This is an optimization exercise on Yosys and OpenROAD, whose aim is small area, not a production implementation. Function was checked by simulation only, so behaviour that the tests miss may differ from the original. The flow treats the clock pin as an ideal source, which a real chip does not have. Power is estimated from default activity; no workload was simulated.

===== flow/design.v =====
module ksum(
    input  logic [11:0] a,
    input  logic [7:0] w0,
    input  logic [1:0] d0,
    input  logic [7:0] w1,
    input  logic [1:0] d1,
    input  logic [7:0] w2,
    input  logic [1:0] d2,
    input  logic [7:0] w3,
    input  logic [1:0] d3,
    input  logic [7:0] w4,
    input  logic [1:0] d4,
    input  logic [7:0] w5,
    input  logic [1:0] d5,
    input  logic [7:0] w6,
    input  logic [1:0] d6,
    input  logic [7:0] w7,
    input  logic [1:0] d7,
    input  logic [7:0] w8,
    input  logic [1:0] d8,
    output logic [13:0] s);
    wire pp1;
    assign pp1 = w1[0] & d1[0];
    wire pp2;
    assign pp2 = w1[0] & d1[1];
    wire pp3;
    assign pp3 = w1[1] & d1[0];
    wire pp4;
    assign pp4 = w1[1] & d1[1];
    wire pp5;
    assign pp5 = w1[2] & d1[0];
    wire pp6;
    assign pp6 = w1[2] & d1[1];
    wire pp7;
    assign pp7 = w1[3] & d1[0];
    wire pp8;
    assign pp8 = w1[3] & d1[1];
    wire pp9;
    assign pp9 = w1[4] & d1[0];
    wire pp10;
    assign pp10 = w1[4] & d1[1];
    wire pp11;
    assign pp11 = w1[5] & d1[0];
    wire pp12;
    assign pp12 = w1[5] & d1[1];
    wire pp13;
    assign pp13 = w1[6] & d1[0];
    wire pp14;
    assign pp14 = w1[6] & d1[1];
    wire pp15;
    assign pp15 = w1[7] & d1[0];
    wire pp16;
    assign pp16 = w1[7] & d1[1];
    wire pp17;
    assign pp17 = w2[0] & d2[0];
    wire pp18;
    assign pp18 = w2[0] & d2[1];
    wire pp19;
    assign pp19 = w2[1] & d2[0];
    wire pp20;
    assign pp20 = w2[1] & d2[1];
    wire pp21;
    assign pp21 = w2[2] & d2[0];
    wire pp22;
    assign pp22 = w2[2] & d2[1];
    wire pp23;
    assign pp23 = w2[3] & d2[0];
    wire pp24;
    assign pp24 = w2[3] & d2[1];
    wire pp25;
    assign pp25 = w2[4] & d2[0];
    wire pp26;
    assign pp26 = w2[4] & d2[1];
    wire pp27;
    assign pp27 = w2[5] & d2[0];
    wire pp28;
    assign pp28 = w2[5] & d2[1];
    wire pp29;
    assign pp29 = w2[6] & d2[0];
    wire pp30;
    assign pp30 = w2[6] & d2[1];
    wire pp31;
    assign pp31 = w2[7] & d2[0];
    wire pp32;
    assign pp32 = w2[7] & d2[1];
    wire pp33;
    assign pp33 = w4[0] & d4[0];
    wire pp34;
    assign pp34 = w4[0] & d4[1];
    wire pp35;
    assign pp35 = w4[1] & d4[0];
    wire pp36;
    assign pp36 = w4[1] & d4[1];
    wire pp37;
    assign pp37 = w4[2] & d4[0];
    wire pp38;
    assign pp38 = w4[2] & d4[1];
    wire pp39;
    assign pp39 = w4[3] & d4[0];
    wire pp40;
    assign pp40 = w4[3] & d4[1];
    wire pp41;
    assign pp41 = w4[4] & d4[0];
    wire pp42;
    assign pp42 = w4[4] & d4[1];
    wire pp43;
    assign pp43 = w4[5] & d4[0];
    wire pp44;
    assign pp44 = w4[5] & d4[1];
    wire pp45;
    assign pp45 = w4[6] & d4[0];
    wire pp46;
    assign pp46 = w4[6] & d4[1];
    wire pp47;
    assign pp47 = w4[7] & d4[0];
    wire pp48;
    assign pp48 = w4[7] & d4[1];
    wire pp49;
    assign pp49 = w5[0] & d5[0];
    wire pp50;
    assign pp50 = w5[0] & d5[1];
    wire pp51;
    assign pp51 = w5[1] & d5[0];
    wire pp52;
    assign pp52 = w5[1] & d5[1];
    wire pp53;
    assign pp53 = w5[2] & d5[0];
    wire pp54;
    assign pp54 = w5[2] & d5[1];
    wire pp55;
    assign pp55 = w5[3] & d5[0];
    wire pp56;
    assign pp56 = w5[3] & d5[1];
    wire pp57;
    assign pp57 = w5[4] & d5[0];
    wire pp58;
    assign pp58 = w5[4] & d5[1];
    wire pp59;
    assign pp59 = w5[5] & d5[0];
    wire pp60;
    assign pp60 = w5[5] & d5[1];
    wire pp61;
    assign pp61 = w5[6] & d5[0];
    wire pp62;
    assign pp62 = w5[6] & d5[1];
    wire pp63;
    assign pp63 = w5[7] & d5[0];
    wire pp64;
    assign pp64 = w5[7] & d5[1];
    wire pp65;
    assign pp65 = w7[0] & d7[0];
    wire pp66;
    assign pp66 = w7[0] & d7[1];
    wire pp67;
    assign pp67 = w7[1] & d7[0];
    wire pp68;
    assign pp68 = w7[1] & d7[1];
    wire pp69;
    assign pp69 = w7[2] & d7[0];
    wire pp70;
    assign pp70 = w7[2] & d7[1];
    wire pp71;
    assign pp71 = w7[3] & d7[0];
    wire pp72;
    assign pp72 = w7[3] & d7[1];
    wire pp73;
    assign pp73 = w7[4] & d7[0];
    wire pp74;
    assign pp74 = w7[4] & d7[1];
    wire pp75;
    assign pp75 = w7[5] & d7[0];
    wire pp76;
    assign pp76 = w7[5] & d7[1];
    wire pp77;
    assign pp77 = w7[6] & d7[0];
    wire pp78;
    assign pp78 = w7[6] & d7[1];
    wire pp79;
    assign pp79 = w7[7] & d7[0];
    wire pp80;
    assign pp80 = w7[7] & d7[1];
    wire pp81;
    assign pp81 = w8[0] & d8[0];
    wire pp82;
    assign pp82 = w8[0] & d8[1];
    wire pp83;
    assign pp83 = w8[1] & d8[0];
    wire pp84;
    assign pp84 = w8[1] & d8[1];
    wire pp85;
    assign pp85 = w8[2] & d8[0];
    wire pp86;
    assign pp86 = w8[2] & d8[1];
    wire pp87;
    assign pp87 = w8[3] & d8[0];
    wire pp88;
    assign pp88 = w8[3] & d8[1];
    wire pp89;
    assign pp89 = w8[4] & d8[0];
    wire pp90;
    assign pp90 = w8[4] & d8[1];
    wire pp91;
    assign pp91 = w8[5] & d8[0];
    wire pp92;
    assign pp92 = w8[5] & d8[1];
    wire pp93;
    assign pp93 = w8[6] & d8[0];
    wire pp94;
    assign pp94 = w8[6] & d8[1];
    wire pp95;
    assign pp95 = w8[7] & d8[0];
    wire pp96;
    assign pp96 = w8[7] & d8[1];
    wire pp97;
    assign pp97 = w0[0] & d0[0];
    wire pp98;
    assign pp98 = w0[0] & d0[1];
    wire pp99;
    assign pp99 = w0[1] & d0[0];
    wire pp100;
    assign pp100 = w0[1] & d0[1];
    wire pp101;
    assign pp101 = w0[2] & d0[0];
    wire pp102;
    assign pp102 = w0[2] & d0[1];
    wire pp103;
    assign pp103 = w0[3] & d0[0];
    wire pp104;
    assign pp104 = w0[3] & d0[1];
    wire pp105;
    assign pp105 = w0[4] & d0[0];
    wire pp106;
    assign pp106 = w0[4] & d0[1];
    wire pp107;
    assign pp107 = w0[5] & d0[0];
    wire pp108;
    assign pp108 = w0[5] & d0[1];
    wire pp109;
    assign pp109 = w0[6] & d0[0];
    wire pp110;
    assign pp110 = w0[6] & d0[1];
    wire pp111;
    assign pp111 = w0[7] & d0[0];
    wire pp112;
    assign pp112 = w0[7] & d0[1];
    wire pp113;
    assign pp113 = w3[0] & d3[0];
    wire pp114;
    assign pp114 = w3[0] & d3[1];
    wire pp115;
    assign pp115 = w3[1] & d3[0];
    wire pp116;
    assign pp116 = w3[1] & d3[1];
    wire pp117;
    assign pp117 = w3[2] & d3[0];
    wire pp118;
    assign pp118 = w3[2] & d3[1];
    wire pp119;
    assign pp119 = w3[3] & d3[0];
    wire pp120;
    assign pp120 = w3[3] & d3[1];
    wire pp121;
    assign pp121 = w3[4] & d3[0];
    wire pp122;
    assign pp122 = w3[4] & d3[1];
    wire pp123;
    assign pp123 = w3[5] & d3[0];
    wire pp124;
    assign pp124 = w3[5] & d3[1];
    wire pp125;
    assign pp125 = w3[6] & d3[0];
    wire pp126;
    assign pp126 = w3[6] & d3[1];
    wire pp127;
    assign pp127 = w3[7] & d3[0];
    wire pp128;
    assign pp128 = w3[7] & d3[1];
    wire pp129;
    assign pp129 = w6[0] & d6[0];
    wire pp130;
    assign pp130 = w6[0] & d6[1];
    wire pp131;
    assign pp131 = w6[1] & d6[0];
    wire pp132;
    assign pp132 = w6[1] & d6[1];
    wire pp133;
    assign pp133 = w6[2] & d6[0];
    wire pp134;
    assign pp134 = w6[2] & d6[1];
    wire pp135;
    assign pp135 = w6[3] & d6[0];
    wire pp136;
    assign pp136 = w6[3] & d6[1];
    wire pp137;
    assign pp137 = w6[4] & d6[0];
    wire pp138;
    assign pp138 = w6[4] & d6[1];
    wire pp139;
    assign pp139 = w6[5] & d6[0];
    wire pp140;
    assign pp140 = w6[5] & d6[1];
    wire pp141;
    assign pp141 = w6[6] & d6[0];
    wire pp142;
    assign pp142 = w6[6] & d6[1];
    wire pp143;
    assign pp143 = w6[7] & d6[0];
    wire pp144;
    assign pp144 = w6[7] & d6[1];
    wire s145;
    wire c146;
    assign s145 = a[1] ^ pp2 ^ pp3;
    assign c146 = (a[1] & pp2) | (pp3 & (a[1] ^ pp2));
    wire s147;
    wire c148;
    assign s147 = pp18 ^ pp19 ^ pp34;
    assign c148 = (pp18 & pp19) | (pp34 & (pp18 ^ pp19));
    wire s149;
    wire c150;
    assign s149 = pp35 ^ pp50 ^ pp51;
    assign c150 = (pp35 & pp50) | (pp51 & (pp35 ^ pp50));
    wire s151;
    wire c152;
    assign s151 = a[2] ^ pp4 ^ pp5;
    assign c152 = (a[2] & pp4) | (pp5 & (a[2] ^ pp4));
    wire s153;
    wire c154;
    assign s153 = pp20 ^ pp21 ^ pp36;
    assign c154 = (pp20 & pp21) | (pp36 & (pp20 ^ pp21));
    wire s155;
    wire c156;
    assign s155 = pp37 ^ pp52 ^ pp53;
    assign c156 = (pp37 & pp52) | (pp53 & (pp37 ^ pp52));
    wire s157;
    wire c158;
    assign s157 = pp68 ^ pp69 ^ pp84;
    assign c158 = (pp68 & pp69) | (pp84 & (pp68 ^ pp69));
    wire s159;
    wire c160;
    assign s159 = pp85 ^ pp100;
    assign c160 = pp85 & pp100;
    wire s161;
    wire c162;
    assign s161 = a[3] ^ pp6 ^ pp7;
    assign c162 = (a[3] & pp6) | (pp7 & (a[3] ^ pp6));
    wire s163;
    wire c164;
    assign s163 = pp22 ^ pp23 ^ pp38;
    assign c164 = (pp22 & pp23) | (pp38 & (pp22 ^ pp23));
    wire s165;
    wire c166;
    assign s165 = pp39 ^ pp54 ^ pp55;
    assign c166 = (pp39 & pp54) | (pp55 & (pp39 ^ pp54));
    wire s167;
    wire c168;
    assign s167 = pp70 ^ pp71 ^ pp86;
    assign c168 = (pp70 & pp71) | (pp86 & (pp70 ^ pp71));
    wire s169;
    wire c170;
    assign s169 = pp87 ^ pp102 ^ pp103;
    assign c170 = (pp87 & pp102) | (pp103 & (pp87 ^ pp102));
    wire s171;
    wire c172;
    assign s171 = pp118 ^ pp119;
    assign c172 = pp118 & pp119;
    wire s173;
    wire c174;
    assign s173 = a[4] ^ pp8 ^ pp9;
    assign c174 = (a[4] & pp8) | (pp9 & (a[4] ^ pp8));
    wire s175;
    wire c176;
    assign s175 = pp24 ^ pp25 ^ pp40;
    assign c176 = (pp24 & pp25) | (pp40 & (pp24 ^ pp25));
    wire s177;
    wire c178;
    assign s177 = pp41 ^ pp56 ^ pp57;
    assign c178 = (pp41 & pp56) | (pp57 & (pp41 ^ pp56));
    wire s179;
    wire c180;
    assign s179 = pp72 ^ pp73 ^ pp88;
    assign c180 = (pp72 & pp73) | (pp88 & (pp72 ^ pp73));
    wire s181;
    wire c182;
    assign s181 = pp89 ^ pp104 ^ pp105;
    assign c182 = (pp89 & pp104) | (pp105 & (pp89 ^ pp104));
    wire s183;
    wire c184;
    assign s183 = pp120 ^ pp121 ^ pp136;
    assign c184 = (pp120 & pp121) | (pp136 & (pp120 ^ pp121));
    wire s185;
    wire c186;
    assign s185 = a[5] ^ pp10 ^ pp11;
    assign c186 = (a[5] & pp10) | (pp11 & (a[5] ^ pp10));
    wire s187;
    wire c188;
    assign s187 = pp26 ^ pp27 ^ pp42;
    assign c188 = (pp26 & pp27) | (pp42 & (pp26 ^ pp27));
    wire s189;
    wire c190;
    assign s189 = pp43 ^ pp58 ^ pp59;
    assign c190 = (pp43 & pp58) | (pp59 & (pp43 ^ pp58));
    wire s191;
    wire c192;
    assign s191 = pp74 ^ pp75 ^ pp90;
    assign c192 = (pp74 & pp75) | (pp90 & (pp74 ^ pp75));
    wire s193;
    wire c194;
    assign s193 = pp91 ^ pp106 ^ pp107;
    assign c194 = (pp91 & pp106) | (pp107 & (pp91 ^ pp106));
    wire s195;
    wire c196;
    assign s195 = pp122 ^ pp123 ^ pp138;
    assign c196 = (pp122 & pp123) | (pp138 & (pp122 ^ pp123));
    wire s197;
    wire c198;
    assign s197 = a[6] ^ pp12 ^ pp13;
    assign c198 = (a[6] & pp12) | (pp13 & (a[6] ^ pp12));
    wire s199;
    wire c200;
    assign s199 = pp28 ^ pp29 ^ pp44;
    assign c200 = (pp28 & pp29) | (pp44 & (pp28 ^ pp29));
    wire s201;
    wire c202;
    assign s201 = pp45 ^ pp60 ^ pp61;
    assign c202 = (pp45 & pp60) | (pp61 & (pp45 ^ pp60));
    wire s203;
    wire c204;
    assign s203 = pp76 ^ pp77 ^ pp92;
    assign c204 = (pp76 & pp77) | (pp92 & (pp76 ^ pp77));
    wire s205;
    wire c206;
    assign s205 = pp93 ^ pp108 ^ pp109;
    assign c206 = (pp93 & pp108) | (pp109 & (pp93 ^ pp108));
    wire s207;
    wire c208;
    assign s207 = pp124 ^ pp125 ^ pp140;
    assign c208 = (pp124 & pp125) | (pp140 & (pp124 ^ pp125));
    wire s209;
    wire c210;
    assign s209 = a[7] ^ pp14 ^ pp15;
    assign c210 = (a[7] & pp14) | (pp15 & (a[7] ^ pp14));
    wire s211;
    wire c212;
    assign s211 = pp30 ^ pp31 ^ pp46;
    assign c212 = (pp30 & pp31) | (pp46 & (pp30 ^ pp31));
    wire s213;
    wire c214;
    assign s213 = pp47 ^ pp62 ^ pp63;
    assign c214 = (pp47 & pp62) | (pp63 & (pp47 ^ pp62));
    wire s215;
    wire c216;
    assign s215 = pp78 ^ pp79 ^ pp94;
    assign c216 = (pp78 & pp79) | (pp94 & (pp78 ^ pp79));
    wire s217;
    wire c218;
    assign s217 = pp95 ^ pp110 ^ pp111;
    assign c218 = (pp95 & pp110) | (pp111 & (pp95 ^ pp110));
    wire s219;
    wire c220;
    assign s219 = pp126 ^ pp127 ^ pp142;
    assign c220 = (pp126 & pp127) | (pp142 & (pp126 ^ pp127));
    wire s221;
    wire c222;
    assign s221 = a[8] ^ pp16 ^ pp32;
    assign c222 = (a[8] & pp16) | (pp32 & (a[8] ^ pp16));
    wire s223;
    wire c224;
    assign s223 = pp48 ^ pp64;
    assign c224 = pp48 & pp64;
    wire s225;
    wire c226;
    assign s225 = a[0] ^ pp1;
    assign c226 = a[0] & pp1;
    wire s227;
    wire c228;
    assign s227 = pp66 ^ pp67 ^ pp82;
    assign c228 = (pp66 & pp67) | (pp82 & (pp66 ^ pp67));
    wire s229;
    wire c230;
    assign s229 = pp83 ^ pp98 ^ pp99;
    assign c230 = (pp83 & pp98) | (pp99 & (pp83 ^ pp98));
    wire s231;
    wire c232;
    assign s231 = pp114 ^ pp115;
    assign c232 = pp114 & pp115;
    wire s233;
    wire c234;
    assign s233 = pp101 ^ pp116 ^ pp117;
    assign c234 = (pp101 & pp116) | (pp117 & (pp101 ^ pp116));
    wire s235;
    wire c236;
    assign s235 = pp132 ^ pp133 ^ s151;
    assign c236 = (pp132 & pp133) | (s151 & (pp132 ^ pp133));
    wire s237;
    wire c238;
    assign s237 = s153 ^ s155 ^ s157;
    assign c238 = (s153 & s155) | (s157 & (s153 ^ s155));
    wire s239;
    wire c240;
    assign s239 = s159 ^ c146;
    assign c240 = s159 & c146;
    wire s241;
    wire c242;
    assign s241 = pp134 ^ pp135 ^ s161;
    assign c242 = (pp134 & pp135) | (s161 & (pp134 ^ pp135));
    wire s243;
    wire c244;
    assign s243 = s163 ^ s165 ^ s167;
    assign c244 = (s163 & s165) | (s167 & (s163 ^ s165));
    wire s245;
    wire c246;
    assign s245 = s169 ^ s171 ^ c152;
    assign c246 = (s169 & s171) | (c152 & (s169 ^ s171));
    wire s247;
    wire c248;
    assign s247 = c154 ^ c156 ^ c158;
    assign c248 = (c154 & c156) | (c158 & (c154 ^ c156));
    wire s249;
    wire c250;
    assign s249 = pp137 ^ s173 ^ s175;
    assign c250 = (pp137 & s173) | (s175 & (pp137 ^ s173));
    wire s251;
    wire c252;
    assign s251 = s177 ^ s179 ^ s181;
    assign c252 = (s177 & s179) | (s181 & (s177 ^ s179));
    wire s253;
    wire c254;
    assign s253 = s183 ^ c162 ^ c164;
    assign c254 = (s183 & c162) | (c164 & (s183 ^ c162));
    wire s255;
    wire c256;
    assign s255 = c166 ^ c168 ^ c170;
    assign c256 = (c166 & c168) | (c170 & (c166 ^ c168));
    wire s257;
    wire c258;
    assign s257 = pp139 ^ s185 ^ s187;
    assign c258 = (pp139 & s185) | (s187 & (pp139 ^ s185));
    wire s259;
    wire c260;
    assign s259 = s189 ^ s191 ^ s193;
    assign c260 = (s189 & s191) | (s193 & (s189 ^ s191));
    wire s261;
    wire c262;
    assign s261 = s195 ^ c174 ^ c176;
    assign c262 = (s195 & c174) | (c176 & (s195 ^ c174));
    wire s263;
    wire c264;
    assign s263 = c178 ^ c180 ^ c182;
    assign c264 = (c178 & c180) | (c182 & (c178 ^ c180));
    wire s265;
    wire c266;
    assign s265 = pp141 ^ s197 ^ s199;
    assign c266 = (pp141 & s197) | (s199 & (pp141 ^ s197));
    wire s267;
    wire c268;
    assign s267 = s201 ^ s203 ^ s205;
    assign c268 = (s201 & s203) | (s205 & (s201 ^ s203));
    wire s269;
    wire c270;
    assign s269 = s207 ^ c186 ^ c188;
    assign c270 = (s207 & c186) | (c188 & (s207 ^ c186));
    wire s271;
    wire c272;
    assign s271 = c190 ^ c192 ^ c194;
    assign c272 = (c190 & c192) | (c194 & (c190 ^ c192));
    wire s273;
    wire c274;
    assign s273 = pp143 ^ s209 ^ s211;
    assign c274 = (pp143 & s209) | (s211 & (pp143 ^ s209));
    wire s275;
    wire c276;
    assign s275 = s213 ^ s215 ^ s217;
    assign c276 = (s213 & s215) | (s217 & (s213 ^ s215));
    wire s277;
    wire c278;
    assign s277 = s219 ^ c198 ^ c200;
    assign c278 = (s219 & c198) | (c200 & (s219 ^ c198));
    wire s279;
    wire c280;
    assign s279 = c202 ^ c204 ^ c206;
    assign c280 = (c202 & c204) | (c206 & (c202 ^ c204));
    wire s281;
    wire c282;
    assign s281 = pp80 ^ pp96 ^ pp112;
    assign c282 = (pp80 & pp96) | (pp112 & (pp80 ^ pp96));
    wire s283;
    wire c284;
    assign s283 = pp128 ^ pp144 ^ s221;
    assign c284 = (pp128 & pp144) | (s221 & (pp128 ^ pp144));
    wire s285;
    wire c286;
    assign s285 = s223 ^ c210 ^ c212;
    assign c286 = (s223 & c210) | (c212 & (s223 ^ c210));
    wire s287;
    wire c288;
    assign s287 = c214 ^ c216 ^ c218;
    assign c288 = (c214 & c216) | (c218 & (c214 ^ c216));
    wire s289;
    wire c290;
    assign s289 = pp17 ^ pp33 ^ pp49;
    assign c290 = (pp17 & pp33) | (pp49 & (pp17 ^ pp33));
    wire s291;
    wire c292;
    assign s291 = pp65 ^ pp81;
    assign c292 = pp65 & pp81;
    wire s293;
    wire c294;
    assign s293 = pp130 ^ pp131 ^ s145;
    assign c294 = (pp130 & pp131) | (s145 & (pp130 ^ pp131));
    wire s295;
    wire c296;
    assign s295 = s147 ^ s149 ^ s227;
    assign c296 = (s147 & s149) | (s227 & (s147 ^ s149));
    wire s297;
    wire c298;
    assign s297 = s229 ^ s231;
    assign c298 = s229 & s231;
    wire s299;
    wire c300;
    assign s299 = c148 ^ c150 ^ s233;
    assign c300 = (c148 & c150) | (s233 & (c148 ^ c150));
    wire s301;
    wire c302;
    assign s301 = s235 ^ s237 ^ s239;
    assign c302 = (s235 & s237) | (s239 & (s235 ^ s237));
    wire s303;
    wire c304;
    assign s303 = c228 ^ c230 ^ c232;
    assign c304 = (c228 & c230) | (c232 & (c228 ^ c230));
    wire s305;
    wire c306;
    assign s305 = c160 ^ s241 ^ s243;
    assign c306 = (c160 & s241) | (s243 & (c160 ^ s241));
    wire s307;
    wire c308;
    assign s307 = s245 ^ s247 ^ c234;
    assign c308 = (s245 & s247) | (c234 & (s245 ^ s247));
    wire s309;
    wire c310;
    assign s309 = c236 ^ c238 ^ c240;
    assign c310 = (c236 & c238) | (c240 & (c236 ^ c238));
    wire s311;
    wire c312;
    assign s311 = c172 ^ s249 ^ s251;
    assign c312 = (c172 & s249) | (s251 & (c172 ^ s249));
    wire s313;
    wire c314;
    assign s313 = s253 ^ s255 ^ c242;
    assign c314 = (s253 & s255) | (c242 & (s253 ^ s255));
    wire s315;
    wire c316;
    assign s315 = c244 ^ c246 ^ c248;
    assign c316 = (c244 & c246) | (c248 & (c244 ^ c246));
    wire s317;
    wire c318;
    assign s317 = c184 ^ s257 ^ s259;
    assign c318 = (c184 & s257) | (s259 & (c184 ^ s257));
    wire s319;
    wire c320;
    assign s319 = s261 ^ s263 ^ c250;
    assign c320 = (s261 & s263) | (c250 & (s261 ^ s263));
    wire s321;
    wire c322;
    assign s321 = c252 ^ c254 ^ c256;
    assign c322 = (c252 & c254) | (c256 & (c252 ^ c254));
    wire s323;
    wire c324;
    assign s323 = c196 ^ s265 ^ s267;
    assign c324 = (c196 & s265) | (s267 & (c196 ^ s265));
    wire s325;
    wire c326;
    assign s325 = s269 ^ s271 ^ c258;
    assign c326 = (s269 & s271) | (c258 & (s269 ^ s271));
    wire s327;
    wire c328;
    assign s327 = c260 ^ c262 ^ c264;
    assign c328 = (c260 & c262) | (c264 & (c260 ^ c262));
    wire s329;
    wire c330;
    assign s329 = c208 ^ s273 ^ s275;
    assign c330 = (c208 & s273) | (s275 & (c208 ^ s273));
    wire s331;
    wire c332;
    assign s331 = s277 ^ s279 ^ c266;
    assign c332 = (s277 & s279) | (c266 & (s277 ^ s279));
    wire s333;
    wire c334;
    assign s333 = c268 ^ c270 ^ c272;
    assign c334 = (c268 & c270) | (c272 & (c268 ^ c270));
    wire s335;
    wire c336;
    assign s335 = c220 ^ s281 ^ s283;
    assign c336 = (c220 & s281) | (s283 & (c220 ^ s281));
    wire s337;
    wire c338;
    assign s337 = s285 ^ s287 ^ c274;
    assign c338 = (s285 & s287) | (c274 & (s285 ^ s287));
    wire s339;
    wire c340;
    assign s339 = c276 ^ c278 ^ c280;
    assign c340 = (c276 & c278) | (c280 & (c276 ^ c278));
    wire s341;
    wire c342;
    assign s341 = a[9] ^ c222 ^ c224;
    assign c342 = (a[9] & c222) | (c224 & (a[9] ^ c222));
    wire s343;
    wire c344;
    assign s343 = c282 ^ c284 ^ c286;
    assign c344 = (c282 & c284) | (c286 & (c282 ^ c284));
    wire s345;
    wire c346;
    assign s345 = pp97 ^ pp113 ^ pp129;
    assign c346 = (pp97 & pp113) | (pp129 & (pp97 ^ pp113));
    wire s347;
    wire c348;
    assign s347 = c226 ^ s293 ^ s295;
    assign c348 = (c226 & s293) | (s295 & (c226 ^ s293));
    wire s349;
    wire c350;
    assign s349 = s297 ^ c290;
    assign c350 = s297 & c290;
    wire s351;
    wire c352;
    assign s351 = s299 ^ s301 ^ s303;
    assign c352 = (s299 & s301) | (s303 & (s299 ^ s301));
    wire s353;
    wire c354;
    assign s353 = c294 ^ c296 ^ c298;
    assign c354 = (c294 & c296) | (c298 & (c294 ^ c296));
    wire s355;
    wire c356;
    assign s355 = s305 ^ s307 ^ s309;
    assign c356 = (s305 & s307) | (s309 & (s305 ^ s307));
    wire s357;
    wire c358;
    assign s357 = c300 ^ c302 ^ c304;
    assign c358 = (c300 & c302) | (c304 & (c300 ^ c302));
    wire s359;
    wire c360;
    assign s359 = s311 ^ s313 ^ s315;
    assign c360 = (s311 & s313) | (s315 & (s311 ^ s313));
    wire s361;
    wire c362;
    assign s361 = c306 ^ c308 ^ c310;
    assign c362 = (c306 & c308) | (c310 & (c306 ^ c308));
    wire s363;
    wire c364;
    assign s363 = s317 ^ s319 ^ s321;
    assign c364 = (s317 & s319) | (s321 & (s317 ^ s319));
    wire s365;
    wire c366;
    assign s365 = c312 ^ c314 ^ c316;
    assign c366 = (c312 & c314) | (c316 & (c312 ^ c314));
    wire s367;
    wire c368;
    assign s367 = s323 ^ s325 ^ s327;
    assign c368 = (s323 & s325) | (s327 & (s323 ^ s325));
    wire s369;
    wire c370;
    assign s369 = c318 ^ c320 ^ c322;
    assign c370 = (c318 & c320) | (c322 & (c318 ^ c320));
    wire s371;
    wire c372;
    assign s371 = s329 ^ s331 ^ s333;
    assign c372 = (s329 & s331) | (s333 & (s329 ^ s331));
    wire s373;
    wire c374;
    assign s373 = c324 ^ c326 ^ c328;
    assign c374 = (c324 & c326) | (c328 & (c324 ^ c326));
    wire s375;
    wire c376;
    assign s375 = s335 ^ s337 ^ s339;
    assign c376 = (s335 & s337) | (s339 & (s335 ^ s337));
    wire s377;
    wire c378;
    assign s377 = c330 ^ c332 ^ c334;
    assign c378 = (c330 & c332) | (c334 & (c330 ^ c332));
    wire s379;
    wire c380;
    assign s379 = c288 ^ s341 ^ s343;
    assign c380 = (c288 & s341) | (s343 & (c288 ^ s341));
    wire s381;
    wire c382;
    assign s381 = c336 ^ c338 ^ c340;
    assign c382 = (c336 & c338) | (c340 & (c336 ^ c338));
    wire s383;
    wire c384;
    assign s383 = a[10] ^ c342;
    assign c384 = a[10] & c342;
    wire s385;
    wire c386;
    assign s385 = s225 ^ s289;
    assign c386 = s225 & s289;
    wire s387;
    wire c388;
    assign s387 = c292 ^ s347 ^ s349;
    assign c388 = (c292 & s347) | (s349 & (c292 ^ s347));
    wire s389;
    wire c390;
    assign s389 = s351 ^ s353 ^ c348;
    assign c390 = (s351 & s353) | (c348 & (s351 ^ s353));
    wire s391;
    wire c392;
    assign s391 = s355 ^ s357 ^ c352;
    assign c392 = (s355 & s357) | (c352 & (s355 ^ s357));
    wire s393;
    wire c394;
    assign s393 = s359 ^ s361 ^ c356;
    assign c394 = (s359 & s361) | (c356 & (s359 ^ s361));
    wire s395;
    wire c396;
    assign s395 = s363 ^ s365 ^ c360;
    assign c396 = (s363 & s365) | (c360 & (s363 ^ s365));
    wire s397;
    wire c398;
    assign s397 = s367 ^ s369 ^ c364;
    assign c398 = (s367 & s369) | (c364 & (s367 ^ s369));
    wire s399;
    wire c400;
    assign s399 = s371 ^ s373 ^ c368;
    assign c400 = (s371 & s373) | (c368 & (s371 ^ s373));
    wire s401;
    wire c402;
    assign s401 = s375 ^ s377 ^ c372;
    assign c402 = (s375 & s377) | (c372 & (s375 ^ s377));
    wire s403;
    wire c404;
    assign s403 = s379 ^ s381 ^ c376;
    assign c404 = (s379 & s381) | (c376 & (s379 ^ s381));
    wire s405;
    wire c406;
    assign s405 = c344 ^ s383 ^ c380;
    assign c406 = (c344 & s383) | (c380 & (c344 ^ s383));
    wire s407;
    wire c408;
    assign s407 = s291 ^ s345;
    assign c408 = s291 & s345;
    wire s409;
    wire c410;
    assign s409 = c346 ^ s387 ^ c386;
    assign c410 = (c346 & s387) | (c386 & (c346 ^ s387));
    wire s411;
    wire c412;
    assign s411 = c350 ^ s389 ^ c388;
    assign c412 = (c350 & s389) | (c388 & (c350 ^ s389));
    wire s413;
    wire c414;
    assign s413 = c354 ^ s391 ^ c390;
    assign c414 = (c354 & s391) | (c390 & (c354 ^ s391));
    wire s415;
    wire c416;
    assign s415 = c358 ^ s393 ^ c392;
    assign c416 = (c358 & s393) | (c392 & (c358 ^ s393));
    wire s417;
    wire c418;
    assign s417 = c362 ^ s395 ^ c394;
    assign c418 = (c362 & s395) | (c394 & (c362 ^ s395));
    wire s419;
    wire c420;
    assign s419 = c366 ^ s397 ^ c396;
    assign c420 = (c366 & s397) | (c396 & (c366 ^ s397));
    wire s421;
    wire c422;
    assign s421 = c370 ^ s399 ^ c398;
    assign c422 = (c370 & s399) | (c398 & (c370 ^ s399));
    wire s423;
    wire c424;
    assign s423 = c374 ^ s401 ^ c400;
    assign c424 = (c374 & s401) | (c400 & (c374 ^ s401));
    wire s425;
    wire c426;
    assign s425 = c378 ^ s403 ^ c402;
    assign c426 = (c378 & s403) | (c402 & (c378 ^ s403));
    wire s427;
    wire c428;
    assign s427 = c382 ^ s405 ^ c404;
    assign c428 = (c382 & s405) | (c404 & (c382 ^ s405));
    wire s429;
    wire c430;
    assign s429 = a[11] ^ c384 ^ c406;
    assign c430 = (a[11] & c384) | (c406 & (a[11] ^ c384));
    wire s431;
    wire c432;
    assign s431 = s385 ^ s407;
    assign c432 = s385 & s407;
    wire s433;
    wire c434;
    assign s433 = s409 ^ c408 ^ c432;
    assign c434 = (s409 & c408) | (c432 & (s409 ^ c408));
    wire s435;
    wire c436;
    assign s435 = s411 ^ c410 ^ c434;
    assign c436 = (s411 & c410) | (c434 & (s411 ^ c410));
    wire s437;
    wire c438;
    assign s437 = s413 ^ c412 ^ c436;
    assign c438 = (s413 & c412) | (c436 & (s413 ^ c412));
    wire s439;
    wire c440;
    assign s439 = s415 ^ c414 ^ c438;
    assign c440 = (s415 & c414) | (c438 & (s415 ^ c414));
    wire s441;
    wire c442;
    assign s441 = s417 ^ c416 ^ c440;
    assign c442 = (s417 & c416) | (c440 & (s417 ^ c416));
    wire s443;
    wire c444;
    assign s443 = s419 ^ c418 ^ c442;
    assign c444 = (s419 & c418) | (c442 & (s419 ^ c418));
    wire s445;
    wire c446;
    assign s445 = s421 ^ c420 ^ c444;
    assign c446 = (s421 & c420) | (c444 & (s421 ^ c420));
    wire s447;
    wire c448;
    assign s447 = s423 ^ c422 ^ c446;
    assign c448 = (s423 & c422) | (c446 & (s423 ^ c422));
    wire s449;
    wire c450;
    assign s449 = s425 ^ c424 ^ c448;
    assign c450 = (s425 & c424) | (c448 & (s425 ^ c424));
    wire s451;
    wire c452;
    assign s451 = s427 ^ c426 ^ c450;
    assign c452 = (s427 & c426) | (c450 & (s427 ^ c426));
    wire s453;
    wire c454;
    assign s453 = s429 ^ c428 ^ c452;
    assign c454 = (s429 & c428) | (c452 & (s429 ^ c428));
    wire s455;
    wire c456;
    assign s455 = c430 ^ c454;
    assign c456 = c430 & c454;
    assign s = {c456, s455, s453, s451, s449, s447, s445, s443, s441, s439, s437, s435, s433, s431};
endmodule
module apb_convolver(
    input  logic                      HCLK,
    input  logic                      HRESETn,
    input  logic               [11:0] PADDR,
    input  logic               [31:0] PWDATA,
    input  logic                      PWRITE,
    input  logic                      PSEL,
    input  logic                      PENABLE,
    output logic               [31:0] PRDATA,
    output logic                      PREADY,
    output logic                      PSLVERR,
    output logic               [3:0]  irq_o,
    output logic                      mem_wen_n,
    output logic               [10:0] mem_addr,
    output logic               [31:0] mem_wdata,
    input  logic               [31:0] mem_rdata
    );
    logic [2:0] rel_addr;
    assign rel_addr = PADDR[4:2];
    assign PREADY  = 1'b1;
    assign PSLVERR = 1'b0;
    assign irq_o   = 4'b0;
    logic wensel, shift, setup_in, display, clc, addr_increment;
    assign wensel         = PWRITE & PENABLE & PSEL;
    assign shift          = wensel & (rel_addr == 3'd3);
    assign setup_in       = PSEL & ~PENABLE & PWRITE & (rel_addr == 3'd3);
    assign display        = wensel & (rel_addr == 3'd4) &  PWDATA[0];
    assign clc            = wensel & (rel_addr == 3'd4) & ~PWDATA[0];
    assign addr_increment = ~PWRITE & PENABLE & PSEL & rel_addr[2];
    logic [31:0] qw1, qw2, qw3, q_inp, h1, h2, q_out;
    logic        q_0, q_1, q_2, q_3, q_4, pa;
    always_ff @(posedge HCLK, negedge HRESETn)
        if (~HRESETn) begin
            qw1 <= '0; qw2 <= '0; qw3 <= '0;
            q_inp <= '0; q_out <= '0;
            q_0 <= 1'b0; q_1 <= 1'b0; q_2 <= 1'b0; q_3 <= 1'b0; q_4 <= 1'b0; pa <= 1'b0;
        end else begin
            if (wensel && rel_addr == 3'd0) qw1 <= PWDATA;
            if (wensel && rel_addr == 3'd1) qw2 <= PWDATA;
            if (wensel && rel_addr == 3'd2) qw3 <= PWDATA;
            if (shift) q_inp <= PWDATA;
            if (q_4) q_out <= mem_rdata;
            q_0 <= shift;
            q_1 <= q_0;
            q_2 <= q_1 && (counter >= 5'd3) && (counter <= 5'd28);
            q_3 <= rel_addr[2];
            q_4 <= q_3;
            pa  <= setup_in;
        end
    always_comb begin
        case (rel_addr)
            3'd0: PRDATA = qw1;
            3'd1: PRDATA = qw2;
            3'd2: PRDATA = qw3;
            3'd3: PRDATA = q_inp;
            3'd5: PRDATA = q_out;
            default: PRDATA = 32'b0;
        endcase
    end
    always_ff @(posedge HCLK)
        if (shift) begin
            h1 <= q_inp;
            h2 <= h1;
        end
    localparam logic [1:0] RESET = 2'd0, CALC = 2'd1, DISPLAY = 2'd2;
    logic [1:0]  state, next_state;
    logic [10:0] address, next_address;
    logic [4:0]  counter, next_counter;
    logic        WRITEn;
    always_ff @(posedge HCLK, negedge HRESETn)
        if (~HRESETn) begin
            state   <= RESET;
            address <= '0;
            counter <= '0;
        end else begin
            state   <= next_state;
            address <= next_address;
            counter <= next_counter;
        end
    always_comb begin
        WRITEn       = 1'b1;
        next_address = address;
        next_counter = counter;
        next_state   = state;
        case (state)
            RESET: begin
                WRITEn = 1'b0;
                next_address = address + 1'b1;
                if (address == 11'd338) begin
                    next_state   = CALC;
                    next_address = '0;
                end
            end
            CALC: begin
                WRITEn = ~q_2;
                if (q_2)
                    next_address = address + 1'b1;
                else if (shift)
                    next_counter = (counter == 5'd28) ? 5'd1 : counter + 1'b1;
                else if (display) begin
                    next_address = '0;
                    next_state   = DISPLAY;
                    next_counter = '0;
                end
            end
            DISPLAY: begin
                if (addr_increment)
                    next_address = address + 1'b1;
                else if (clc) begin
                    next_address = '0;
                    next_state   = CALC;
                end
            end
            default: ;
        endcase
    end
    assign mem_wen_n = WRITEn;
    assign mem_addr  = address;
    logic [1:0] sel;
    assign sel = {q_0 | q_1, pa | q_1};
    logic [1:0] dC [4], dB [4], dA [4];    
    always_comb
        for (int k = 0; k < 4; k++) begin
            case (sel)
                2'd0: begin dC[k] = PWDATA[8*k+0 +: 2]; dB[k] = q_inp[8*k+0 +: 2]; dA[k] = h1[8*k+0 +: 2]; end
                2'd1: begin dC[k] = PWDATA[8*k+2 +: 2]; dB[k] = q_inp[8*k+2 +: 2]; dA[k] = h1[8*k+2 +: 2]; end
                2'd2: begin dC[k] = q_inp[8*k+4 +: 2];  dB[k] = h1[8*k+4 +: 2];    dA[k] = h2[8*k+4 +: 2]; end
                default: begin dC[k] = q_inp[8*k+6 +: 2]; dB[k] = h1[8*k+6 +: 2];  dA[k] = h2[8*k+6 +: 2]; end
            endcase
        end
    logic [13:0] acc_up, acc_lo, nx_up, nx_lo;
    logic [1:0]  sv_up, sv_lo;
    logic [11:0] fb_up, fb_lo;
    assign fb_up = (sel == 2'd0) ? 12'd0 : acc_up[13:2];
    assign fb_lo = (sel == 2'd0) ? 12'd0 : acc_lo[13:2];
    ksum k_up (.a(fb_up), .s(nx_up),
        .w0(qw1[7:0]), .d0(dC[3]), .w1(qw1[15:8]), .d1(dB[3]), .w2(qw1[23:16]), .d2(dA[3]),
        .w3(qw2[7:0]), .d3(dC[2]), .w4(qw2[15:8]), .d4(dB[2]), .w5(qw2[23:16]), .d5(dA[2]),
        .w6(qw3[7:0]), .d6(dC[1]), .w7(qw3[15:8]), .d7(dB[1]), .w8(qw3[23:16]), .d8(dA[1]));
    ksum k_lo (.a(fb_lo), .s(nx_lo),
        .w0(qw1[7:0]), .d0(dC[2]), .w1(qw1[15:8]), .d1(dB[2]), .w2(qw1[23:16]), .d2(dA[2]),
        .w3(qw2[7:0]), .d3(dC[1]), .w4(qw2[15:8]), .d4(dB[1]), .w5(qw2[23:16]), .d5(dA[1]),
        .w6(qw3[7:0]), .d6(dC[0]), .w7(qw3[15:8]), .d7(dB[0]), .w8(qw3[23:16]), .d8(dA[0]));
    always_ff @(posedge HCLK, negedge HRESETn)
        if (~HRESETn) begin
            acc_up <= '0; acc_lo <= '0; sv_up <= '0; sv_lo <= '0;
        end else begin
            acc_up <= nx_up;
            acc_lo <= nx_lo;
            sv_up  <= acc_up[1:0];
            sv_lo  <= acc_lo[1:0];
        end
    assign mem_wdata = {acc_up, sv_up, acc_lo, sv_lo};
endmodule

===== flow/flow/run.sh =====
#!/bin/bash
# Own layout flow, built on the standard ORFS flow (standard.sh):
#  1. the standard synthesis, unchanged (standard.sh synth);
#  2. flow/polarity.py rewrites the synthesised netlist's inverters: full adders are
#     self-dual and many gates have a complementary cell, so it picks their polarities to
#     need fewer inverters (registers and the logic function are unchanged);
#  3. the standard floorplan and placement, with port buffers of sky130_fd_sc_hd__buf_1
#     (instead of clkdlybuf4s50_1);
#  5. the rest of the standard flow.
# Each tool's full output goes to a log file of its own in the work folder (flow_*.log);
# ORFS's per-step logs are under orfs/logs/.
set -euo pipefail
RES=orfs/results/${FLOW_PLATFORM}/apb_convolver/base
LIB=${FLOW_HOME}/platforms/${FLOW_PLATFORM}/lib/sky130_fd_sc_hd__tt_025C_1v80.lib
BP="BUFFER_PORTS_ARGS=-buffer_cell sky130_fd_sc_hd__buf_1"

bash standard.sh synth > flow_synth.log 2>&1
cp ${RES}/1_2_yosys.v ${RES}/1_2_yosys.standard.v
python3 flow/polarity.py ${RES}/1_2_yosys.standard.v ${RES}/1_2_yosys.pol.v ${LIB} > flow_polarity.log 2>&1
cp ${RES}/1_2_yosys.pol.v ${RES}/1_2_yosys.v
rm -f ${RES}/1_synth.odb ${RES}/1_synth.sdc

bash standard.sh "$BP" place > flow_place.log 2>&1

BASE="-sink_clustering_enable -repair_clock_nets -dont_use_dummy_load"
TRIALS=(
  "-buf_list sky130_fd_sc_hd__clkbuf_4 -sink_clustering_size 8 -sink_clustering_max_diameter 80"
  "-buf_list sky130_fd_sc_hd__clkbuf_4 -sink_clustering_size 10 -sink_clustering_max_diameter 60"
  "-buf_list sky130_fd_sc_hd__clkbuf_4 -sink_clustering_size 8 -sink_clustering_max_diameter 60"
  "-buf_list sky130_fd_sc_hd__clkbuf_8 -sink_clustering_size 14 -sink_clustering_max_diameter 60"
  "-buf_list sky130_fd_sc_hd__clkbuf_4 -sink_clustering_size 10 -sink_clustering_max_diameter 35"
  "-buf_list sky130_fd_sc_hd__clkbuf_8 -sink_clustering_size 10 -sink_clustering_max_diameter 60"
)
best_args="$BASE -buf_list sky130_fd_sc_hd__clkbuf_4"
best_area=1e9
: > flow_cts_trials.log
for i in "${!TRIALS[@]}"; do
  args="$BASE ${TRIALS[$i]}"
  line=$(CTS_TRY_ARGS="$args" CTS_TRY_ODB=${RES}/3_place.odb CTS_TRY_SDC=${RES}/3_place.sdc \
         openroad -no_init -exit flow/cts_trial.tcl 2>&1 | tee -a flow_cts_trials.log | grep CTS_TRIAL || true)
  echo "trial $i: $args -> $line" >> flow_cts_trials.log
  area=$(echo "$line" | awk '{print $3}'); slew=$(echo "$line" | awk '{print $5}')
  if [[ -n "$area" && -n "$slew" ]] && awk -v s="$slew" -v a="$area" -v b="$best_area" 'BEGIN{exit !(s < 0.112 && a < b)}'; then
    best_area=$area; best_args="$args"
  fi
done
echo "chosen: $best_args (clock cells $best_area um2)" >> flow_cts_trials.log

bash standard.sh "$BP" "CTS_ARGS=$best_args" finish > flow_layout.log 2>&1

===== flow/flow/cts_trial.tcl =====
# Trial clock tree on the placed design: prints the clock cells' area and the largest
# slew at a register clock pin. Reads CTS_TRY_ARGS, CTS_TRY_ODB, CTS_TRY_SDC from the environment.
set P $::env(FLOW_HOME)/platforms/$::env(FLOW_PLATFORM)
read_lef $P/lef/sky130_fd_sc_hd.tlef
read_lef $P/lef/sky130_fd_sc_hd_merged.lef
read_liberty $P/lib/sky130_fd_sc_hd__tt_025C_1v80.lib
read_db $::env(CTS_TRY_ODB)
read_sdc $::env(CTS_TRY_SDC)
source $P/setRC.tcl
clock_tree_synthesis {*}$::env(CTS_TRY_ARGS)
set_propagated_clock [all_clocks]
estimate_parasitics -placement
set a 0
foreach inst [get_cells *] {
  set m [get_property $inst ref_name]
  if {[string match "*clkbuf*" $m] || [string match "*clkinv*" $m]} {
    set a [expr {$a + [get_property [get_lib_cells */$m] area]}]
  }
}
set mx 0
foreach pin [get_pins -hierarchical */CLK] {
  set s [get_property $pin slew_max]
  if {$s > $mx} { set mx $s }
}
puts "CTS_TRIAL area $a slew $mx"

===== flow/flow/polarity.py =====
#!/usr/bin/env python3
"""Inverter-polarity optimisation of a flat sky130hd gate netlist written by Yosys.

Two kinds of cell may change the polarity of what they drive:
  - a full adder (fa) is self-dual, FA(~a,~b,~c) = (~sum, ~cout), so it may be
    "flipped": fed the complements of its inputs it drives the complements of
    its outputs;
  - a simple gate may be swapped for its complementary cell (nand2 <-> and2,
    xnor2 <-> xor2, a21oi <-> a21o, mux2i <-> mux2, ...), which has the same
    inputs and drives the complement of the output.
All of the netlist's inverters (except any that drive an output port) are
removed, a polarity is chosen for every such cell by simulated annealing to
minimise (inverter area + swapped-cell area change), and one inverter is put
back for every signal whose complement is still needed. The function of every
output and register input is unchanged; registers are untouched.

usage: polarity2.py IN.v OUT.v [LIBERTY]
"""
import re, sys, random, math
from collections import defaultdict

P = "sky130_fd_sc_hd__"
INV = P + "inv_1"
LIB = sys.argv[3] if len(sys.argv) > 3 else \
    "/OpenROAD-flow-scripts/flow/platforms/sky130hd/lib/sky130_fd_sc_hd__tt_025C_1v80.lib"
PAIRS = [("nand2_1", "Y", "and2_1", "X"), ("nand2_1", "Y", "and2_0", "X"),
         ("nor2_1", "Y", "or2_1", "X"), ("nor2_1", "Y", "or2_0", "X"),
         ("nand3_1", "Y", "and3_1", "X"), ("nor3_1", "Y", "or3_1", "X"),
         ("nand4_1", "Y", "and4_1", "X"), ("nor4_1", "Y", "or4_1", "X"),
         ("xnor2_1", "Y", "xor2_1", "X"),
         ("a21oi_1", "Y", "a21o_1", "X"), ("o21ai_0", "Y", "o21a_1", "X"),
         ("o21ai_1", "Y", "o21a_1", "X"),
         ("a22oi_1", "Y", "a22o_1", "X"), ("o22ai_1", "Y", "o22a_1", "X"),
         ("a211oi_1", "Y", "a211o_1", "X"), ("o211ai_1", "Y", "o211a_1", "X"),
         ("a31oi_1", "Y", "a31o_1", "X"), ("o31ai_1", "Y", "o31a_1", "X"),
         ("a2bb2oi_1", "Y", "a2bb2o_1", "X"), ("o2bb2ai_1", "Y", "o2bb2a_1", "X"),
         ("a21boi_0", "Y", "a21bo_1", "X"), ("o21bai_1", "Y", "o21ba_1", "X"),
         ("mux2i_1", "Y", "mux2_1", "X")]
SWAP = {}
for a, pa, b, pb in PAIRS:
    SWAP.setdefault(P + a, (P + b, pa, pb))
    SWAP.setdefault(P + b, (P + a, pb, pa))
AREA = {}
_n = None
for l in open(LIB):
    mm = re.match(r'\s*cell\s*\(\s*"?(\w+)"?\s*\)', l)
    if mm:
        _n = mm.group(1)
    mm = re.match(r'\s*area\s*:\s*([\d.]+)', l)
    if mm and _n:
        AREA[_n] = float(mm.group(1)); _n = None
INV_AREA = AREA[INV]

src = open(sys.argv[1]).read()
m = re.search(r"^module\s+(\w+)\s*\((.*?)\);", src, re.S | re.M)
head_end = m.end()
endm = src.rindex("endmodule")
body = src[head_end:endm]
inst_re = re.compile(r"^\s*(sky130_fd_sc_hd__\w+)\s+(\S+)\s*\((.*?)\);\s*$", re.S | re.M)
pin_re = re.compile(r"\.(\w+)\(\s*(.*?)\s*\)\s*(?:,|$)", re.S)
cells = []
for im in inst_re.finditer(body):
    cells.append([im.group(1), im.group(2), [(p, n.strip()) for p, n in pin_re.findall(im.group(3))]])
first_inst = inst_re.search(body).start()
decls = body[:first_inst]
assert inst_re.sub("", body[first_inst:]).strip() == ""
port_dir = {}
for d, rng, names in re.findall(r"^\s*(input|output|inout)\s+(\[[^\]]*\])?\s*([^;]+);", decls, re.M):
    for n in names.split(","):
        port_dir[n.strip()] = d
def port_kind(net):
    return port_dir.get(net.split("[")[0].strip())

OUTPINS = {"X", "Y", "Q", "Q_N", "SUM", "COUT", "HI", "LO", "GCLK"}
def is_const(n):
    return n == "" or n.startswith("1'b") or n.startswith("'")

inv_of = {}
n_inv = 0
for c in cells:
    if c[0].startswith(P + "inv_"):
        n_inv += 1
        pins = dict(c[2])
        if port_kind(pins["Y"]) != "output":
            inv_of[pins["Y"]] = pins["A"]
def root(net):
    par = 0
    while net in inv_of:
        net = inv_of[net]; par ^= 1
    return net, par
def removed(c):
    return c[0].startswith(P + "inv_") and dict(c[2])["Y"] in inv_of

# nodes: fa cells (flip inputs and outputs) and swappable gates (flip output)
is_fa = {}
node_out = {}      # cell idx -> list of output nets
drv_node = {}      # net -> cell idx whose polarity sets it
swap_gain = {}     # cell idx -> area change when flipped
for i, c in enumerate(cells):
    typ = c[0]
    if typ.startswith(P + "fa_"):
        outs = [n for p, n in c[2] if p in ("SUM", "COUT")]
        if any(port_kind(n) == "output" for n in outs):
            continue
        is_fa[i] = True
        node_out[i] = outs
        swap_gain[i] = 0.0
    elif typ in SWAP:
        outs = [n for p, n in c[2] if p in OUTPINS]
        if len(outs) != 1 or port_kind(outs[0]) == "output":
            continue
        is_fa[i] = False
        node_out[i] = outs
        swap_gain[i] = AREA[SWAP[typ][0]] - AREA[typ]
    else:
        continue
    for n in node_out[i]:
        drv_node[n] = i
nodes = list(node_out)

uses = defaultdict(list)    # root -> [(cell idx, parity)]
in_roots = defaultdict(set)
for i, c in enumerate(cells):
    if removed(c):
        continue
    for p, n in c[2]:
        if p in OUTPINS or is_const(n):
            continue
        r, par = root(n)
        uses[r].append((i, par))
        if is_fa.get(i):
            in_roots[i].add(r)
flip = defaultdict(int)
def need(r):
    ph = flip[drv_node[r]] if r in drv_node else 0
    for i, par in uses[r]:
        if par ^ (flip[i] if is_fa.get(i) else 0) ^ ph:
            return 1
    return 0
touch = {i: set(node_out[i]) | in_roots[i] for i in nodes}
def local(i):
    return sum(need(r) for r in touch[i]) * INV_AREA + (swap_gain[i] if flip[i] else 0.0)
cost = sum(need(r) for r in uses) * INV_AREA
start = cost
random.seed(1)
best = cost; best_flip = dict(flip)
T = 2.0
steps = 200 * len(nodes)
for s in range(steps):
    T = 2.0 * (1 - s / steps) + 0.01
    i = random.choice(nodes)
    c0 = local(i)
    flip[i] ^= 1
    d = local(i) - c0
    if d <= 0 or random.random() < math.exp(-d / T):
        cost += d
        if cost < best - 1e-9:
            best = cost; best_flip = dict(flip)
    else:
        flip[i] ^= 1
flip = defaultdict(int, best_flip)
improved = True
while improved:
    improved = False
    for i in nodes:
        c0 = local(i); flip[i] ^= 1
        if local(i) < c0 - 1e-9:
            improved = True
        else:
            flip[i] ^= 1
ninv = sum(need(r) for r in uses)
dswap = sum(swap_gain[i] for i in nodes if flip[i])
sys.stderr.write(f"polarity: {n_inv} inverters in, {ninv} out; {sum(1 for i in nodes if flip[i] and is_fa[i])} fa flipped, "
                 f"{sum(1 for i in nodes if flip[i] and not is_fa[i])} gates swapped (area {dswap:+.1f}); "
                 f"net area change {(ninv - n_inv) * INV_AREA + dswap:+.1f} um2\n")

newdecl, inv_net = [], {}
def comp_net(r):
    if r not in inv_net:
        nn = f"_pol{len(inv_net) + 1}_"
        inv_net[r] = nn
        newdecl.append(f"  wire {nn};\n")
    return inv_net[r]
out_cells = []
for i, c in enumerate(cells):
    if removed(c):
        continue
    typ, name, pl = c
    if flip[i] and not is_fa.get(i, True):
        newtyp, oldpin, newpin = SWAP[typ]
        typ = newtyp
        pl = [(newpin if p == oldpin else p, n) for p, n in pl]
    npl = []
    for p, n in pl:
        if p in OUTPINS or is_const(n):
            npl.append((p, n)); continue
        r, par = root(n)
        ph = flip[drv_node[r]] if r in drv_node else 0
        q = par ^ (flip[i] if is_fa.get(i) else 0) ^ ph
        npl.append((p, comp_net(r) if q else r))
    out_cells.append((typ, name, npl))
for k, (r, nn) in enumerate(inv_net.items()):
    ph = flip[drv_node[r]] if r in drv_node else 0
    out_cells.append((INV, f"_polinv{k + 1}_", [("A", r), ("Y", nn)]))
def esc(n):
    return n + " " if n.startswith("\\") else n
def fmt(c):
    typ, name, pl = c
    return f"  {typ} {esc(name)} (\n" + ",\n".join(f"    .{p}({esc(n)})" for p, n in pl) + "\n  );\n"
open(sys.argv[2], "w").write(src[:head_end] + decls + "".join(newdecl) + "".join(fmt(c) for c in out_cells) + src[endm:])

===== flow/standard.sh =====
#!/bin/bash
# synth_recipe.tcl (not shown) runs the flow's synth.tcl, then flattens the netlist and writes it again
# the make line also repeats each setting of config.mk as NAME=value (left out here)
make -C /OpenROAD-flow-scripts/flow DESIGN_CONFIG=/design/flow/config.mk WORK_HOME=/design/flow/orfs CLKGATE_MAP_FILE= SYNTH_SCRIPT=/design/flow/synth_recipe.tcl "${@:-finish}"

===== flow/config.mk =====
export PLATFORM = sky130hd
export DESIGN_NAME = apb_convolver
export DESIGN_NICKNAME = apb_convolver
export VERILOG_FILES = /design/flow/design.v
export SDC_FILE = /design/flow/constraint.sdc
export NUM_CORES = 4
export LEC_CHECK = 0
export ABC_AREA = 1
export CAP_MARGIN = 20
export CORE_MARGIN = 2
export CORE_UTILIZATION = 65
export SLEW_MARGIN = 20

===== flow/constraint.sdc =====
create_clock -name core_clock -period 10.0 [get_ports {HCLK}]
set_input_delay 2.0000 -clock core_clock [delete_from_list [all_inputs] [get_ports {HCLK}]]
set_output_delay 2.0000 -clock core_clock [all_outputs]
set_load 0.01 [all_outputs]

==> load_flow_metrics.sql <==
INSERT INTO impl_metrics (metric_group, metric, value, unit) VALUES
('run_status', 'status', 'no timing/DRC/antenna violations', ''),
('power_and_ir_drop', 'power-per-cell-area', '304', 'nW/um2'),
('timing', 'final_min_period', '9.76', 'ns'),
('timing', 'final.setup_skew', '0.0810', 'ns'),
('timing', 'layout_setup_ws', '0.242', 'ns'),
('setup_path', 'worst-r2r-setup-slack', '0.24', 'ns'),
('global_routing', 'grt_first_pass_wirelength', '86.3', 'mm'),
('clocking', 'postCtsSetupRepairBufs', '0', ''),
('setup_path', 'timing.rr.start', 'pa$_DFF_PN0_', ''),
('place', 'place_ws', '-0.127', 'ns'),
('final_layout', 'post-route-cell-area', '20800', 'um2'),
('drt', 'drt_wl_total', '55.2', 'mm'),
('timing', 'report.final.setup_viol', '0', ''),
('global_routing', 'number_of_global_route_vias_before_repair', '15028', ''),
('setup_path', 'worst_ep_arrival_time', '10.33', 'ns'),
('place', 'place_congestion', '0.941', ''),
('setup_path', 'r2r_end', 'acc_lo[12]$_DFF_PN0_', ''),
('final_layout', 'areaGrowthSynthToFinish', '7.67', '%'),
('drt', 'drcViolationCount', '0', ''),
('die', 'initial_utilization', '65.5', '%'),
('setup_path', 'critical_path_class', 'flip-flop to flip-flop', ''),
('drt', 'total_iterations_of_the_first_detailed_routing_run', '6', ''),
('drt', 'via_per_inst', '5.87', ''),
('die', 'floorplan.core_area', '29500', 'um2'),
('min_path', 'min_to', 'q_4$_DFF_PN0_', ''),
('power_and_ir_drop', 'p_leak', '9.93', 'nW'),
('final_layout', 'num-nets-final', '2485', ''),
('place', 'dpl-instance-area', '20500', 'um2'),
('synthesis', 'syn_area', '19300', 'um2'),
('clocking', 'clock_tree_from_tritoncts', 'yes', ''),
('timing', 'worst_max_slew_pin_slew', '1.10', 'ns'),
('die', 'die_area', '31100', 'um2'),
('min_path', 'hold_path_class', 'flip-flop to flip-flop', ''),
('synthesis', 'avgSynthCellArea', '10.1', 'um2'),
('global_routing', 'antenna_found_initial', '2', ''),
('timing', 'rsz_0062_raised_after_global_routing', 'false', ''),
('timing', 'slew_headroom', '26.6', '%'),
('clocking', 'cts_buffer_count', '40', ''),
('drt', 'antenna_violating_nets_post_route', '0', ''),
('drt', 'via_count', '14531', ''),
('die', 'io_pins', '163', ''),
('final_layout', 'layout.cells.non_filler', '2474', ''),
('synthesis', 'post_synth_inst_count', '1911', ''),
('timing', 'timing.final.max_slew_violations', '0', ''),
('min_path', 'hold_path.startpoint', 'q_3$_DFF_PN0_', ''),
('global_routing', 'gr_overflow_total', '0', ''),
('job', 'maxCapViolCount', '0', ''),
('place', 'io_buffers', '147', ''),
('timing', 'post-route-period-util', '97.6', '%'),
('global_routing', 'grt_util_all_layers', '37.7', '%'),
('place', 'placed_cells_incl_taps', '2432', ''),
('die', 'placement_rows', '63', ''),
('setup_path', 'endpoint_kind', 'flip-flop', ''),
('die', 'die_height', '176', 'um'),
('global_routing', 'grt_start_max_net_pins', '152', ''),
('clocking', 'worst_setup_hold_path_clk_slew', '0.10', 'ns'),
('timing', 'clock.fmax', '102', 'MHz'),
('final_layout', 'final_layout_size_suffix_gt1_share', '6.29', '%'),
('timing', 'hold_viol', '0', ''),
('setup_path', 'timing.critical_path.required', '10.57', 'ns'),
('synthesis', 'yosysWarningCount', '7', ''),
('place', 'place.detailed.hpwl', '42.8', 'mm'),
('setup_path', 'peak_fanout_along_the_critical_path', '10', ''),
('die', 'die_boundary_width', '176', 'um'),
('power_and_ir_drop', 'maximum_resistive_drop_on_vdd', '0.320', 'mV'),
('clocking', 'numClockSinks', '264', ''),
('clocking', 'clk_latency', '0.70', 'ns'),
('setup_path', 'critPathLaunchType', 'flip-flop', ''),
('drt', 'drt_iter0_markers', '1369', ''),
('drt', 'post_drt_wl_per_cell', '22.3', 'um'),
('setup_path', 'reg2regPathDepth', '24', ''),
('min_path', 'worstHoldPathCells', '0', '');
placed cells by master, fill, tap and decap left out, types with 9 or more instances in the layout:
cell type / instances
sky130_fd_sc_hd__nand3_1: 26
sky130_fd_sc_hd__and2_1: 147
sky130_fd_sc_hd__inv_1: 230
sky130_fd_sc_hd__nand4_1: 16
sky130_fd_sc_hd__o221ai_1: 14
sky130_fd_sc_hd__o21ai_0: 185
sky130_fd_sc_hd__o211ai_1: 11
sky130_fd_sc_hd__dfrtp_1: 215
sky130_fd_sc_hd__o21ai_4: 9
sky130_fd_sc_hd__nor2_1: 165
sky130_fd_sc_hd__buf_1: 146
sky130_fd_sc_hd__ha_1: 36
sky130_fd_sc_hd__fa_1: 284
sky130_fd_sc_hd__nand2_1: 327
sky130_fd_sc_hd__clkbuf_4: 41
sky130_fd_sc_hd__buf_4: 47
sky130_fd_sc_hd__a21oi_1: 45
sky130_fd_sc_hd__edfxtp_1: 48
state kept, by name (all words and copies together), names as in the netlist, 2 cells and up:
name and flops:
state 2, counter 5, acc_up 14, q_out 32, h1 32, sv_up 2
q_inp 32, h2 16, qw2 32, qw3 32, address 11, sv_lo 2
acc_lo 14, qw1 32
critical path, stage by stage (launching register included):
cell and delay (ns):
sky130_fd_sc_hd__dfrtp_1 0.47, sky130_fd_sc_hd__inv_1 0.15, sky130_fd_sc_hd__o21ai_4 0.15, sky130_fd_sc_hd__inv_1 0.18
sky130_fd_sc_hd__buf_12 0.21, sky130_fd_sc_hd__o21ai_4 0.43, sky130_fd_sc_hd__inv_1 0.33, sky130_fd_sc_hd__and2_1 0.25
sky130_fd_sc_hd__fa_1 0.50, sky130_fd_sc_hd__fa_1 0.60, sky130_fd_sc_hd__fa_1 0.46, sky130_fd_sc_hd__fa_1 0.50
sky130_fd_sc_hd__fa_1 0.57, sky130_fd_sc_hd__fa_1 0.45, sky130_fd_sc_hd__fa_1 0.47, sky130_fd_sc_hd__fa_1 0.40
sky130_fd_sc_hd__fa_1 0.40, sky130_fd_sc_hd__fa_1 0.40, sky130_fd_sc_hd__fa_1 0.41, sky130_fd_sc_hd__fa_1 0.42
sky130_fd_sc_hd__fa_1 0.42, sky130_fd_sc_hd__fa_1 0.41, sky130_fd_sc_hd__fa_1 0.39, sky130_fd_sc_hd__fa_1 0.37
sky130_fd_sc_hd__ha_1 0.28
how the worst max path moves through the flow:
stage / from / endpoint / slack, ns / cells past startpoint
after detailed placement: PWDATA[25] / acc_up[12]$_DFF_PN0_ / -0.13 / 22
after floorplan: PWDATA[0] / acc_lo[12]$_DFF_PN0_ / 0.57 / 21
after CTS: pa$_DFF_PN0_ / acc_up[12]$_DFF_PN0_ / 0.13 / 25
after global placement: PWDATA[25] / acc_up[12]$_DFF_PN0_ / -0.02 / 22
after global routing: q_1$_DFF_PN0_ / acc_up[12]$_DFF_PN0_ / 0.06 / 26
final: pa$_DFF_PN0_ / acc_lo[12]$_DFF_PN0_ / 0.24 / 24
per-layer routing:
| metal | vias up | global-route usage (%) | part of all wire (%) |
|---|---|---|---|
| li1 | 6371 | - | - |
| met1 | 7279 | 51.3 | 39 |
| met2 | 728 | 60.0 | 47 |
| met3 | 151 | 7.69 | 8.5 |
| met4 | 2 | 15.9 | 4.9 |
| met5 | - | 0 | 0.036 |
stage by stage:
stage | util (%) | hold WS (ns) | TNS (ns) | power [W]
final | 70.6 | 0.360 | 0 | 0.00631
after global routing | 70.6 | 0.371 | 0 | 0.00704
after CTS | 70.5 | 0.360 | 0 | 0.00647
after detailed placement | 69.5 | 0.346 | -0.221 | 0.00584
after global placement | 69.4 | 0.332 | -0.0225 | 0.00570
after floorplan | - | 0.331 | 0 | 0.00453
power breakdown:
part / switching, W / internal [W]
combinational: 0.00228 / 0.00193
sequential: 0.000171 / 0.00138
clock: 0.000372 / 0.000184
final cells by class:
type	instances	area (um2)
Tap cell	390	488
Fill cell	2297	8680
Multi-Input combinational cell	1351	11300
Timing Repair Buffer	196	948
Antenna cell	2	5.00
Clock buffer	40	300
Sequential cell	264	6850
Inverter	231	871
what timing repair did:
item | in CTS | in global routing
resized for setup | 0 | 3
hold buffers | 0 | 0
setup endpoints to repair | 0 | 2

[separate check: timing with driven ports]
In the flow no input, the clock included, has a driving cell. The finished layout below was timed again as built, in two steps. Step 1 sets driving cells, clkbuf_16 on the clock port and buf_2 on the other inputs (assumed; they add their load-dependent delay and slew). Step 2 moves the port delays by t, midway between the first and last clock arrival at a register: inputs arrive t later, outputs are due t later. That takes back most of the time a late clock gives input paths. Three values: ideal ports, drivers, drivers and shift; two values: the first two.
t (ns): 0.710
setup slack, ns: 0.242 / 0.242 / -0.116
worst setup path after step 2: input to register
clock arrival spread, ns: 0.085 / 0.085
Met with ideal ports but missed after step 2: setup timing in this run. For this run, drivers alone change the setup slack by 0.000 ns; drivers and shift together by -0.358 ns.
